This design comes from an exercise in tuning for small area, a short achievable clock period and few clock cycles on the open sky130 flow, not from production work. Function was checked by simulation only, so behaviour that the tests miss may differ from the original.

==> flow/design.v (outline; a module is shown in full before it is edited, if it fits) <==
// module frigate_cpu: 103 lines
// module hazard3_alu: 332 lines
// module hazard3_branchcmp: 173 lines
// module hazard3_core: 1485 lines
// module hazard3_add_fast: 28 lines
// module hazard3_cpu_2port: 299 lines
// module hazard3_csr: 1288 lines
// module hazard3_decode: 645 lines
// module hazard3_frontend: 505 lines
// module hazard3_instr_decompress: 422 lines
// module hazard3_irq_ctrl: 494 lines
// module hazard3_mul_fast: 221 lines
// module hazard3_mul_lo_booth: 809 lines
// module hazard3_muldiv_seq: 291 lines
// module hazard3_onehot_encode: 15 lines
// module hazard3_onehot_priority: 16 lines
// module hazard3_onehot_priority_dynamic: 46 lines
// module hazard3_pmp: 381 lines
// module hazard3_power_ctrl: 128 lines
// module hazard3_priority_encode: 23 lines
// module hazard3_regfile_1w2r: 67 lines
// module hazard3_shift_barrel: 85 lines
// module hazard3_triggers: 322 lines
module frigate_cpu (
	input  wire        clk,
	input  wire        rst_n,
	output wire [31:0] i_haddr,
	output wire [1:0]  i_htrans,
	output wire [2:0]  i_hsize,
	output wire [3:0]  i_hprot,
	input  wire        i_hready,
	input  wire [31:0] i_hrdata,
	output wire [31:0] d_haddr,
	output wire        d_hwrite,
	output wire [1:0]  d_htrans,
	output wire [2:0]  d_hsize,
	output wire [3:0]  d_hprot,
	output wire        d_hexcl,
	input  wire        d_hready,
	input  wire        d_hexokay,
	output wire [31:0] d_hwdata,
	input  wire [31:0] d_hrdata
);
  // ...
==> flow/flow/run.sh <==
#!/bin/bash
set -euo pipefail
MARGIN=11
bash standard.sh synth > synth.log 2>&1
bash standard.sh SETUP_SLACK_MARGIN=$MARGIN finish > layout.log 2>&1

drv_ok() {
	python3 - "$1" <<'PY'
import json, sys
r = json.load(open(sys.argv[1]))
bad = r.get("finish__timing__drv__max_slew", 0) or r.get("finish__timing__drv__max_cap", 0)
sys.exit(1 if bad else 0)
PY
}

REPORT=orfs/logs/sky130hd/frigate_cpu/base/6_report.json
n=1
for density in 0.64 0.56; do
	if drv_ok $REPORT; then
		break
	fi
	n=$((n + 1))
	bash standard.sh clean_floorplan clean_place clean_cts clean_route clean_finish > clean$n.log 2>&1
	bash standard.sh SETUP_SLACK_MARGIN=$MARGIN PLACE_DENSITY=$density finish > layout$n.log 2>&1
done
==> flow/standard.sh <==
#!/bin/bash
# synth_recipe.tcl (not shown) runs the flow's synth.tcl, then flattens the netlist and writes it again
# the make line also repeats each setting of config.mk as NAME=value (left out here)
make -C /OpenROAD-flow-scripts/flow DESIGN_CONFIG=/design/flow/config.mk WORK_HOME=/design/flow/orfs CLKGATE_MAP_FILE= SYNTH_SCRIPT=/design/flow/synth_recipe.tcl "${@:-finish}"
==> flow/config.mk <==
export PLATFORM = sky130hd
export DESIGN_NAME = frigate_cpu
export DESIGN_NICKNAME = frigate_cpu
export VERILOG_FILES = /design/flow/design.v
export SDC_FILE = /design/flow/constraint.sdc
export NUM_CORES = 8
export LEC_CHECK = 0
export CAP_MARGIN = 20
export CORE_MARGIN = 2
export CORE_UTILIZATION = 50
export SLEW_MARGIN = 20
==> flow/constraint.sdc <==
create_clock -name core_clock -period 20.0 [get_ports {clk}]
set_input_delay 4.0000 -clock core_clock [delete_from_list [all_inputs] [get_ports {clk}]]
set_output_delay 4.0000 -clock core_clock [all_outputs]
set_load 0.01 [all_outputs]
==> flow_metrics.py, run 1 <==
metrics = {
    "setup_path": {
        "cpPeakStageDelay_ns": 0.49,
        "cp.depth": 20,
        "ff2ff_setup_slack_ns": 10.77,
        "path_delay_family": "compound AO/OA/AOI/OAI gates",
        "path_max_fanout": 7,
        "rr_endpoint": "cpu.core.xm_result[14]",
        "path_class": "register to primary output",
        "required_ns": 16.00,
        "crit_chain": "clkbuf_16 > a222oi_1 > buf_4 > buf_12 > a21oi_2 > ha_1 > a21o_4 > a21o_4 > or3_4 > a31oi_4 > a21boi_4 > o211ai_1 > a2111o_1 > o211ai_1 > a21oi_2 > nor2_1 > a31oi_1 > buf_4 > mux2_4 > buf_6",
    },
    "cts": {
        "cts_tree": "built",
        "cts_inserted_buffers": 223,
        "cts_sinks": 2014,
        "cts_setup_buffers": 127,
    },
    "synth": {
        "synth_mux_area_share_pct": 6.506,
        "synth-compound-area-share_pct": 23.99,
        "synth_most_common_cell": "nand2_1",
        "synth_edf_count": 1436,
    },
    "min_path": {
        "hold_path.startpoint": "cpu.core.unblock_out",
        "hold-path-endpoint": "cpu.core.power_ctrl.block_wakeup_req",
    },
    "layout": {
        "sh_seq_area_pct": 35.27,
        "layout_commonest_cell": "nand2_1",
        "final_area_mm2": 0.1616,
        "multi_input_area_share_pct": 50.08,
        "regArea_mm2": 0.05698,
        "fin_util_pct": 57.28,
        "inverters": 464,
        "final_cells": 19340,
        "final_cell_mix": "nand2_1, edfxtp_1, a21oi_1, nor2_1, o21ai_0",
    },
    "global_route": {
        "antenna_found_initial": 50,
        "grt_pass1_wl_mm": 1015,
        "grt_pass1_vias": 130700,
    },
    "sta": {
        "finClkSkew_ns": 0.1363,
        "layout_setup_ws_ns": 10.39,
        "finalHoldViolations": 0,
        "drv_slew": 0,
        "fmax_mhz": 104.1,
        "rsz0062_at_grt": "true",
    },
    "floorplan": {
        "core_mm2": 0.2820,
        "die_w_um": 536.4,
        "die_area_mm2": 0.2878,
    },
    "routing": {
        "via_per_inst": 7.499,
        "firstDrtPassIters": 22,
    },
    "placement": {
        "place_area_mm2": 0.1485,
        "dp_slack_ns": 8.912,
    },
    "status": {
        "status": "timing/DRC/antenna clean",
    },
}
Testbench counts, summed over its fixed seeds: cycles 609,054.
==> module hazard3_branchcmp, before the edit <==
module hazard3_branchcmp #(
parameter RESET_VECTOR        = 32'h00000040,
parameter MTVEC_INIT          = 32'h00000000,
parameter EXTENSION_A         = 1,
parameter EXTENSION_C         = 1,
parameter EXTENSION_M         = 1,
parameter EXTENSION_ZBA       = 0,
parameter EXTENSION_ZBB       = 0,
parameter EXTENSION_ZBC       = 0,
parameter EXTENSION_ZBS       = 0,
parameter EXTENSION_ZBKB      = 0,
parameter EXTENSION_ZCB       = 0,
parameter EXTENSION_ZCMP      = 0,
parameter EXTENSION_ZIFENCEI  = 0,
parameter EXTENSION_XH3BEXTM  = 0,
parameter EXTENSION_XH3IRQ    = 1,
parameter EXTENSION_XH3PMPM   = 0,
parameter EXTENSION_XH3POWER  = 1,
parameter CSR_M_MANDATORY     = 1,
parameter CSR_M_TRAP          = 1,
parameter CSR_COUNTER         = 0,
parameter U_MODE              = 0,
parameter PMP_REGIONS         = 0,
parameter PMP_REGIONS_TEMP    = PMP_REGIONS ? PMP_REGIONS:1, 
parameter PMP_GRAIN           = 0,
parameter PMP_HARDWIRED       = PMP_REGIONS > 0 ? {PMP_REGIONS_TEMP{1'b0}} : 1'b0,
parameter PMP_HARDWIRED_ADDR  = PMP_REGIONS > 0 ? {PMP_REGIONS_TEMP{32'h0}} : 1'b0,
parameter PMP_HARDWIRED_CFG   = PMP_REGIONS > 0 ? {PMP_REGIONS_TEMP{8'h00}} : 1'b0,
parameter DEBUG_SUPPORT       = 1,
parameter BREAKPOINT_TRIGGERS = 0,
parameter NUM_IRQS            = 64,
parameter IRQ_PRIORITY_BITS   = 0,
parameter IRQ_INPUT_BYPASS    = {NUM_IRQS{1'b0}},
parameter MVENDORID_VAL       = 32'h0,
parameter MIMPID_VAL          = 32'h0,
parameter MHARTID_VAL         = 32'h0,
parameter MCONFIGPTR_VAL      = 32'h0,
parameter REDUCED_BYPASS      = 0,
parameter MULDIV_UNROLL       = 1,
parameter MUL_FAST            = 0,
parameter MUL_FASTER          = 0,
parameter MULH_FAST           = 0,
parameter FAST_BRANCHCMP      = 1,
parameter RESET_REGFILE       = 1,
parameter BRANCH_PREDICTOR    = 0,
parameter MTVEC_WMASK         = 32'hfffffffd,
parameter W_ADDR              = 32,    
parameter W_DATA              = 32     
,
parameter W_REGADDR = 5,
parameter W_ALUOP   = 6,
parameter W_ALUSRC  = 1,
parameter W_MEMOP   = 5,
parameter W_BCOND   = 2,
parameter W_SHAMT   = 5,
parameter W_EXCEPT  = 4,
parameter W_MULOP   = 3
) (
	input  wire [W_ALUOP-1:0] aluop,
	input  wire [W_DATA-1:0]  op_a,
	input  wire [W_DATA-1:0]  op_b,
	output wire               cmp
);
localparam ALUOP_ADD     = 6'h00; 
localparam ALUOP_SUB     = 6'h01; 
localparam ALUOP_LT      = 6'h02;
localparam ALUOP_LTU     = 6'h04;
localparam ALUOP_AND     = 6'h06;
localparam ALUOP_OR      = 6'h07;
localparam ALUOP_XOR     = 6'h08;
localparam ALUOP_SRL     = 6'h09;
localparam ALUOP_SRA     = 6'h0a;
localparam ALUOP_SLL     = 6'h0b;
localparam ALUOP_MULDIV  = 6'h0c;
localparam ALUOP_RS2     = 6'h0d;  
localparam ALUOP_SHXADD  = 6'h20;
localparam ALUOP_CLZ     = 6'h23;
localparam ALUOP_CPOP    = 6'h24;
localparam ALUOP_CTZ     = 6'h25;
localparam ALUOP_ANDN    = 6'h26;  
localparam ALUOP_ORN     = 6'h27;  
localparam ALUOP_XNOR    = 6'h28;  
localparam ALUOP_MAX     = 6'h29;
localparam ALUOP_MAXU    = 6'h2a;
localparam ALUOP_MIN     = 6'h2b;
localparam ALUOP_MINU    = 6'h2c;
localparam ALUOP_ORC_B   = 6'h2d;
localparam ALUOP_REV8    = 6'h2e;
localparam ALUOP_ROL     = 6'h2f;
localparam ALUOP_ROR     = 6'h30;
localparam ALUOP_SEXT_B  = 6'h31;
localparam ALUOP_SEXT_H  = 6'h32;
localparam ALUOP_ZEXT_H  = 6'h33;
localparam ALUOP_CLMUL   = 6'h34;
localparam ALUOP_BCLR    = 6'h35;
localparam ALUOP_BEXT    = 6'h36;
localparam ALUOP_BINV    = 6'h37;
localparam ALUOP_BSET    = 6'h38;
localparam ALUOP_PACK    = 6'h39;
localparam ALUOP_PACKH   = 6'h3a;
localparam ALUOP_BREV8   = 6'h3b;
localparam ALUOP_ZIP     = 6'h3c;
localparam ALUOP_UNZIP   = 6'h3d;
localparam ALUOP_BEXTM   = 6'h3e;
localparam ALUSRCA_RS1 = 1'h0;
localparam ALUSRCA_PC  = 1'h1;
localparam ALUSRCB_RS2 = 1'h0;
localparam ALUSRCB_IMM = 1'h1;
localparam MEMOP_LW   = 5'h00;
localparam MEMOP_LH   = 5'h01;
localparam MEMOP_LB   = 5'h02;
localparam MEMOP_LHU  = 5'h03;
localparam MEMOP_LBU  = 5'h04;
localparam MEMOP_SW   = 5'h05;
localparam MEMOP_SH   = 5'h06;
localparam MEMOP_SB   = 5'h07;
localparam MEMOP_LR_W = 5'h08;
localparam MEMOP_SC_W = 5'h09;
localparam MEMOP_AMO  = 5'h0a;
localparam MEMOP_NONE = 5'h10;
localparam BCOND_NEVER  = 2'h0;
localparam BCOND_ALWAYS = 2'h1;
localparam BCOND_ZERO   = 2'h2;
localparam BCOND_NZERO  = 2'h3;
localparam CSR_WTYPE_W    = 2'h0;
localparam CSR_WTYPE_S    = 2'h1;
localparam CSR_WTYPE_C    = 2'h2;
localparam EXCEPT_NONE           = 4'hf;
localparam EXCEPT_INSTR_MISALIGN = 4'h0;
localparam EXCEPT_INSTR_FAULT    = 4'h1;
localparam EXCEPT_INSTR_ILLEGAL  = 4'h2;
localparam EXCEPT_EBREAK         = 4'h3;
localparam EXCEPT_LOAD_ALIGN     = 4'h4;
localparam EXCEPT_LOAD_FAULT     = 4'h5;
localparam EXCEPT_STORE_ALIGN    = 4'h6;
localparam EXCEPT_STORE_FAULT    = 4'h7;
localparam EXCEPT_ECALL_U        = 4'h8;
localparam EXCEPT_MRET           = 4'ha;  
localparam EXCEPT_ECALL_M        = 4'hb;
localparam M_OP_MUL    = 3'h0;
localparam M_OP_MULH   = 3'h1;
localparam M_OP_MULHSU = 3'h2;
localparam M_OP_MULHU  = 3'h3;
localparam M_OP_DIV    = 3'h4;
localparam M_OP_DIVU   = 3'h5;
localparam M_OP_REM    = 3'h6;
localparam M_OP_REMU   = 3'h7;
wire cmp_is_unsigned = aluop[2];  
localparam L = $clog2(W_DATA);
wire [W_DATA-1:0] ca = {op_a[W_DATA-1] ^ !cmp_is_unsigned, op_a[W_DATA-2:0]};
wire [W_DATA-1:0] cb = {op_b[W_DATA-1] ^ !cmp_is_unsigned, op_b[W_DATA-2:0]};
wire [(L+1)*W_DATA-1:0] t_lt;
wire [(L+1)*W_DATA-1:0] t_eq;
assign t_lt[0 +: W_DATA] = ~ca & cb;
assign t_eq[0 +: W_DATA] = ~(ca ^ cb);
genvar lv, i;
generate
for (lv = 0; lv < L; lv = lv + 1) begin: level
	for (i = 0; i < (W_DATA >> (lv + 1)); i = i + 1) begin: node
		assign t_lt[(lv + 1) * W_DATA + i] = t_lt[lv * W_DATA + 2 * i + 1] |
			(t_eq[lv * W_DATA + 2 * i + 1] & t_lt[lv * W_DATA + 2 * i]);
		assign t_eq[(lv + 1) * W_DATA + i] = t_eq[lv * W_DATA + 2 * i + 1] & t_eq[lv * W_DATA + 2 * i];
	end
	for (i = (W_DATA >> (lv + 1)); i < W_DATA; i = i + 1) begin: unused
		assign t_lt[(lv + 1) * W_DATA + i] = 1'b0;
		assign t_eq[(lv + 1) * W_DATA + i] = 1'b0;
	end
end
endgenerate
wire lt = t_lt[L * W_DATA];
wire ne = !t_eq[L * W_DATA];
assign cmp = aluop[0] ? ne : lt;
endmodule
==> run 2: changes to the inputs <==
--- a/flow/design.v
+++ b/flow/design.v
@@ -585,35 +585,36 @@
 localparam M_OP_DIVU   = 3'h5;
 localparam M_OP_REM    = 3'h6;
 localparam M_OP_REMU   = 3'h7;
 wire cmp_is_unsigned = aluop[2];  
 localparam L = $clog2(W_DATA);
 wire [W_DATA-1:0] ca = {op_a[W_DATA-1] ^ !cmp_is_unsigned, op_a[W_DATA-2:0]};
 wire [W_DATA-1:0] cb = {op_b[W_DATA-1] ^ !cmp_is_unsigned, op_b[W_DATA-2:0]};
 wire [(L+1)*W_DATA-1:0] t_lt;
-wire [(L+1)*W_DATA-1:0] t_eq;
+wire [(L+1)*W_DATA-1:0] t_gt;
 assign t_lt[0 +: W_DATA] = ~ca & cb;
-assign t_eq[0 +: W_DATA] = ~(ca ^ cb);
+assign t_gt[0 +: W_DATA] = ca & ~cb;
 genvar lv, i;
 generate
 for (lv = 0; lv < L; lv = lv + 1) begin: level
 	for (i = 0; i < (W_DATA >> (lv + 1)); i = i + 1) begin: node
 		assign t_lt[(lv + 1) * W_DATA + i] = t_lt[lv * W_DATA + 2 * i + 1] |
-			(t_eq[lv * W_DATA + 2 * i + 1] & t_lt[lv * W_DATA + 2 * i]);
-		assign t_eq[(lv + 1) * W_DATA + i] = t_eq[lv * W_DATA + 2 * i + 1] & t_eq[lv * W_DATA + 2 * i];
+			(!t_gt[lv * W_DATA + 2 * i + 1] & t_lt[lv * W_DATA + 2 * i]);
+		assign t_gt[(lv + 1) * W_DATA + i] = t_gt[lv * W_DATA + 2 * i + 1] |
+			(!t_lt[lv * W_DATA + 2 * i + 1] & t_gt[lv * W_DATA + 2 * i]);
 	end
 	for (i = (W_DATA >> (lv + 1)); i < W_DATA; i = i + 1) begin: unused
 		assign t_lt[(lv + 1) * W_DATA + i] = 1'b0;
-		assign t_eq[(lv + 1) * W_DATA + i] = 1'b0;
+		assign t_gt[(lv + 1) * W_DATA + i] = 1'b0;
 	end
 end
 endgenerate
 wire lt = t_lt[L * W_DATA];
-wire ne = !t_eq[L * W_DATA];
+wire ne = t_lt[L * W_DATA] | t_gt[L * W_DATA];
 assign cmp = aluop[0] ? ne : lt;
 endmodule
 `default_nettype wire
 `default_nettype none
 module hazard3_core #(
 parameter RESET_VECTOR        = 32'h00000040,
 parameter MTVEC_INIT          = 32'h00000000,
 parameter EXTENSION_A         = 1,
@@ -1597,20 +1598,24 @@
 		.aluop (d_aluop),
 		.op_a  (x_rs1_bypass),
 		.op_b  (x_rs2_bypass),
 		.cmp   (x_branch_cmp_noinvert)
 	);
 end
 endgenerate
 wire x_is_jal = d_branchcond == BCOND_ALWAYS && !d_addr_is_regoffs && !d_partial_predicted_branch;
+wire x_take_if_cmp  = d_branchcond == BCOND_ZERO && x_branch_was_predicted ||
+                      d_branchcond == BCOND_NZERO && !x_branch_was_predicted;
+wire x_take_if_ncmp = d_branchcond == BCOND_ZERO && !x_branch_was_predicted ||
+                      d_branchcond == BCOND_NZERO && x_branch_was_predicted;
 wire x_jump_req_unchecked = !x_stall_on_raw && (
 	d_branchcond == BCOND_ALWAYS && !(x_branch_was_predicted && x_is_jal) ||
-	d_branchcond == BCOND_ZERO && !x_branch_cmp ||
-	d_branchcond == BCOND_NZERO && x_branch_cmp
+	x_take_if_cmp && x_branch_cmp_noinvert ||
+	x_take_if_ncmp && !x_branch_cmp_noinvert
 );
 assign x_jump_req = x_jump_req_unchecked && !x_jump_misaligned && !x_exec_pmp_fail && !x_trig_break;
 assign x_btb_set = |BRANCH_PREDICTOR && (
 	x_jump_req_unchecked && !x_branch_was_predicted && (
 		d_addr_offs[W_ADDR - 1] && (d_branchcond == BCOND_NZERO || d_branchcond == BCOND_ZERO) ||
 		x_is_jal
 	)
 );
--- a/flow/flow/run.sh
+++ b/flow/flow/run.sh
@@ -1,11 +1,11 @@
 #!/bin/bash
 set -euo pipefail
-MARGIN=11
+MARGIN=12
 bash standard.sh synth > synth.log 2>&1
 bash standard.sh SETUP_SLACK_MARGIN=$MARGIN finish > layout.log 2>&1
 
 drv_ok() {
 	python3 - "$1" <<'PY'
 import json, sys
 r = json.load(open(sys.argv[1]))
 bad = r.get("finish__timing__drv__max_slew", 0) or r.get("finish__timing__drv__max_cap", 0)
==> flow/config.mk (replaced) <==
export PLATFORM = sky130hd
export DESIGN_NAME = frigate_cpu
export DESIGN_NICKNAME = frigate_cpu
export VERILOG_FILES = /design/flow/design.v
export SDC_FILE = /design/flow/constraint.sdc
export NUM_CORES = 8
export LEC_CHECK = 0
export CAP_MARGIN = 20
export CORE_MARGIN = 2
export CORE_UTILIZATION = 40
export SLEW_MARGIN = 20
==> run 2 against run 1 <==
  * Highest routed layer unchanged
  * Sequential share of layout area shrank 3.3 points
  * Die area is 31% higher
  * Largest cell class unchanged
  * Final cell count grew 16%
  * Register-to-register slack improved by 0.64 ns
  * Hold slack got worse by 0.0010 ns
  * Still clean on timing, DRC and antenna
  * Wire length is 22% higher
  * Global-route usage shrank 3.2 points
  * Synthesized cell count increased by 10%
  * Critical endpoint is now i_haddr[12]
==> flow_metrics.py, run 2 <==
metrics = {
    "min_path": {
        "hold-path-endpoint": "cpu.core.regs.rdata2[29]",
        "hp-class": "register to register",
        "hold_path.startpoint": "cpu.core.regs.real_dualport_reset.mem[4][29]",
        "min_path_cells": 2,
    },
    "layout": {
        "largest_reg_flops": 992,
        "top_register": "cpu.core.regs.real_dualport_reset.mem",
        "nets": 17810,
        "regArea_mm2": 0.05706,
        "final_cell_mix": "nand3_1, nand2_1, edfxtp_1, nor2_1, buf_4",
        "syn_to_final_growth_pct": 20.18,
        "drive_gt1_share_pct": 18.38,
        "n_fill_cell": 35040,
        "multi_input_area_mm2": 0.09047,
        "layout_commonest_cell": "nand3_1",
        "final_cells": 22520,
    },
    "sta": {
        "setup_viol": 0,
        "drv_slew": 0,
        "fin_crit_ns": 10.13,
        "layout_setup_ws_ns": 9.874,
        "fin_crit_sh_pct": 50.63,
        "relSlewSlack_pct": 12.84,
        "tns_ns": 0,
        "fmax_mhz": 98.76,
        "rsz0062_at_grt": "true",
        "tightest_slew_ns": 1.303,
        "finClkSkew_ns": 0.1812,
        "finalHoldViolations": 0,
    },
    "setup_path": {
        "ff2ff_setup_slack_ns": 11.41,
        "crit_path_start": "cpu.core.bp1_s_xm",
        "path_max_fanout": 14,
        "cpPeakStageDelay_ns": 0.63,
        "rr_endpoint": "cpu.core.xm_result[31]",
        "crit_path_frequent_cell": "buf_6",
        "arrival_ns": 6.13,
        "startpoint_type": "register",
        "cp-end-kind": "primary output",
        "worst_path_max_delay_cell": "a222oi_1",
        "path_class": "register to primary output",
        "required_ns": 16.00,
        "reg2reg_from": "cpu.core.bp1_s_xm",
        "ff2ff_path_depth": 26,
    },
    "synth": {
        "synth_top_area_share_pct": 29.06,
        "synth_most_common_cell": "nand3_1",
        "ys_dominant_reg_cell": "edfxtp_1",
        "synth-async-reset-ratio_pct": 22.34,
        "yosysSeqAreaShare_pct": 38.40,
        "synth_area_per_cell_um2": 8.706,
        "synthDistinctLibCells": 116,
        "yosysTopAreaCell": "edfxtp_1",
        "yosys-top-cells-area": "edfxtp_1, dfrtp_1, nand3_1, nand2_1, o21ai_0",
        "synth_edf_count": 1436,
        "syn_area_mm2": 0.1484,
        "synthTopCellsByCount": "nand3_1, nand2_1, edfxtp_1",
        "synth-seq-cells": 2014,
        "yosys_warnings": 26,
        "synthCells": 17040,
    },
    "global_route": {
        "grt_pass1_vias": 148700,
        "grt_usage_pct": 46.22,
        "grt_pass1_wl_mm": 1221,
        "gr-total-overflow": 0,
        "grt_max_degree": 138,
        "antenna_found_initial": 119,
    },
    "cts": {
        "cts_tree": "built",
        "clock-root-buffer": "clkbuf_16",
        "cts_hold_buf": 0,
        "cts_max_path_buffers": 4,
        "clock_latency_ns": 1.07,
        "clkTransAtPathRegs_ns": 0.07,
        "cts_inserted_buffers": 232,
        "cts_sinks": 2014,
        "h-tree-depth": 4,
    },
    "floorplan": {
        "io_pins": 185,
        "row_count": 223,
        "initial_core_util_pct": 40.19,
        "core_mm2": 0.3691,
        "die_w_um": 613.0,
        "die_h_um": 613.0,
        "die_area_mm2": 0.3758,
    },
    "placement": {
        "dp_slack_ns": 9.383,
        "numPortBuffers": 168,
        "dp_hpwl_mm": 578.1,
        "dp.cells": 21320,
        "gp_congestion": 1.030,
    },
    "status": {
        "status": "timing/DRC/antenna clean",
    },
    "job": {
        "cap_violations": 0,
    },
    "routing": {
        "vias": 165400,
        "via_per_inst": 7.346,
        "firstDrtPassIters": 23,
        "drt-total-wl_mm": 905.7,
        "drt_iter0_drc": 33110,
        "wl_per_cell_um": 40.22,
        "drc": 0,
        "antenna_left": 0,
    },
}
[run 2: cell count changes after synthesis, sizes merged, moves of 118 or more]
cell	before	now
a22o	200	50
a221oi	305	185
clkbuf	1077	1271
a21oi	1203	950
o2111ai	27	145
a22oi	543	179
nand3	452	1951
nor3	254	381
nand4	223	370
[run 2: what timing repair did]
action | CTS | global route
cloned | 68 | 9
gates resized for setup | 1035 | 608
pin swaps | 222 | 274
endpoints found under the setup margin | 628 | 365
setup buffers | 419 | 162
[run 2: routing by layer]
metal | GRT usage, % | part of all wire [%] | vias to the layer above
met5 | 3.552 | 0.20 | -
met4 | 38.09 | 11 | 75
met3 | 21.31 | 16 | 5177
met2 | 62.13 | 38 | 16030
met1 | 55.52 | 34 | 79260
li1 | - | - | 64890
[run 2: area by class of cell]
| cell class | count | area share [%] |
|---|---|---|
| antenna | 104 | 0.1460 |
| timing repair buffer | 1495 | 8.264 |
| multi-input combinational | 13130 | 50.74 |
| inverter | 394 | 0.8554 |
| sequential | 2014 | 32.00 |
| clock inverter | 123 | 0.8246 |
| tap | 4950 | 3.474 |
| clock buffer | 315 | 3.695 |
[run 2: logic make-up after synthesis]
group	share of synthesized area (%)
AND/OR/NAND/NOR	20.99
flip-flops	38.40
XOR/XNOR	3.725
multiplexers	5.866
other	0.005062
buffers and inverters	5.041
adder cells (fa/ha/maj)	5.671
AO/OA/AOI/OAI	20.31
[run 2: worst max path at each step]
stage / cells after the start / to
3_5_place_dp: 29 / cpu.core.xm_result[31]
5_1_grt: 28 / i_haddr[11]
4_1_cts: 20 / i_haddr[31]
3_3_place_gp: 29 / cpu.core.xm_result[31]
2_1_floorplan: 20 / i_haddr[29]
6_report: 28 / i_haddr[12]
[run 2: critical path: cells and delay by family (launching register included)]
family | cells | cell delay [ns]
flops | 1 | 0.49
simple gates | 9 | 1.07
buf+inv | 15 | 2.47
compound gates | 4 | 1.16
[run 2: stage by stage]
stage                     instance area (um2)  hold slack [ns]  utilization (%)
after global placement                 157300           0.4137            42.60
after global routing                   178100           0.4422            48.25
final                                  178300           0.4009            48.30
after detailed placement               157300           0.4167            42.62
after floorplan                        149000           0.4044                -
after CTS                              174200           0.4056            47.19
Testbench counts of run 2, summed over its fixed seeds: cycles 609,054.

re-timing with driven ports:
The results above use ideal ports. As a check the final layouts listed here were re-extracted and re-timed, cells and wires unchanged.
Step 1 sets driving cells, clkbuf_16 on the clock port and buf_2 on the other inputs (assumed; they add their load-dependent delay and slew).
Step 2 also shifts input and output timing later by t, the mid clock arrival at the registers, as if the neighbouring blocks saw the same clock.
Slacks: ideal ports / drivers / drivers and shift; pairs: ideal ports / drivers.
run	t, ns	setup slack, ns	hold WS [ns]	latest minus earliest clock arrival (ns)
run 1	1.057	10.391 / 10.282 / 9.977	0.402 / 0.402 / 0.402	0.138 / 0.137
run 2	1.107	9.874 / 9.747 / 10.714	0.401 / 0.401 / 0.401	0.181 / 0.181
After both steps every run listed still meets setup and hold. For run 1, which loses most, drivers alone change the setup slack by -0.109 ns; drivers and shift together by -0.414 ns.
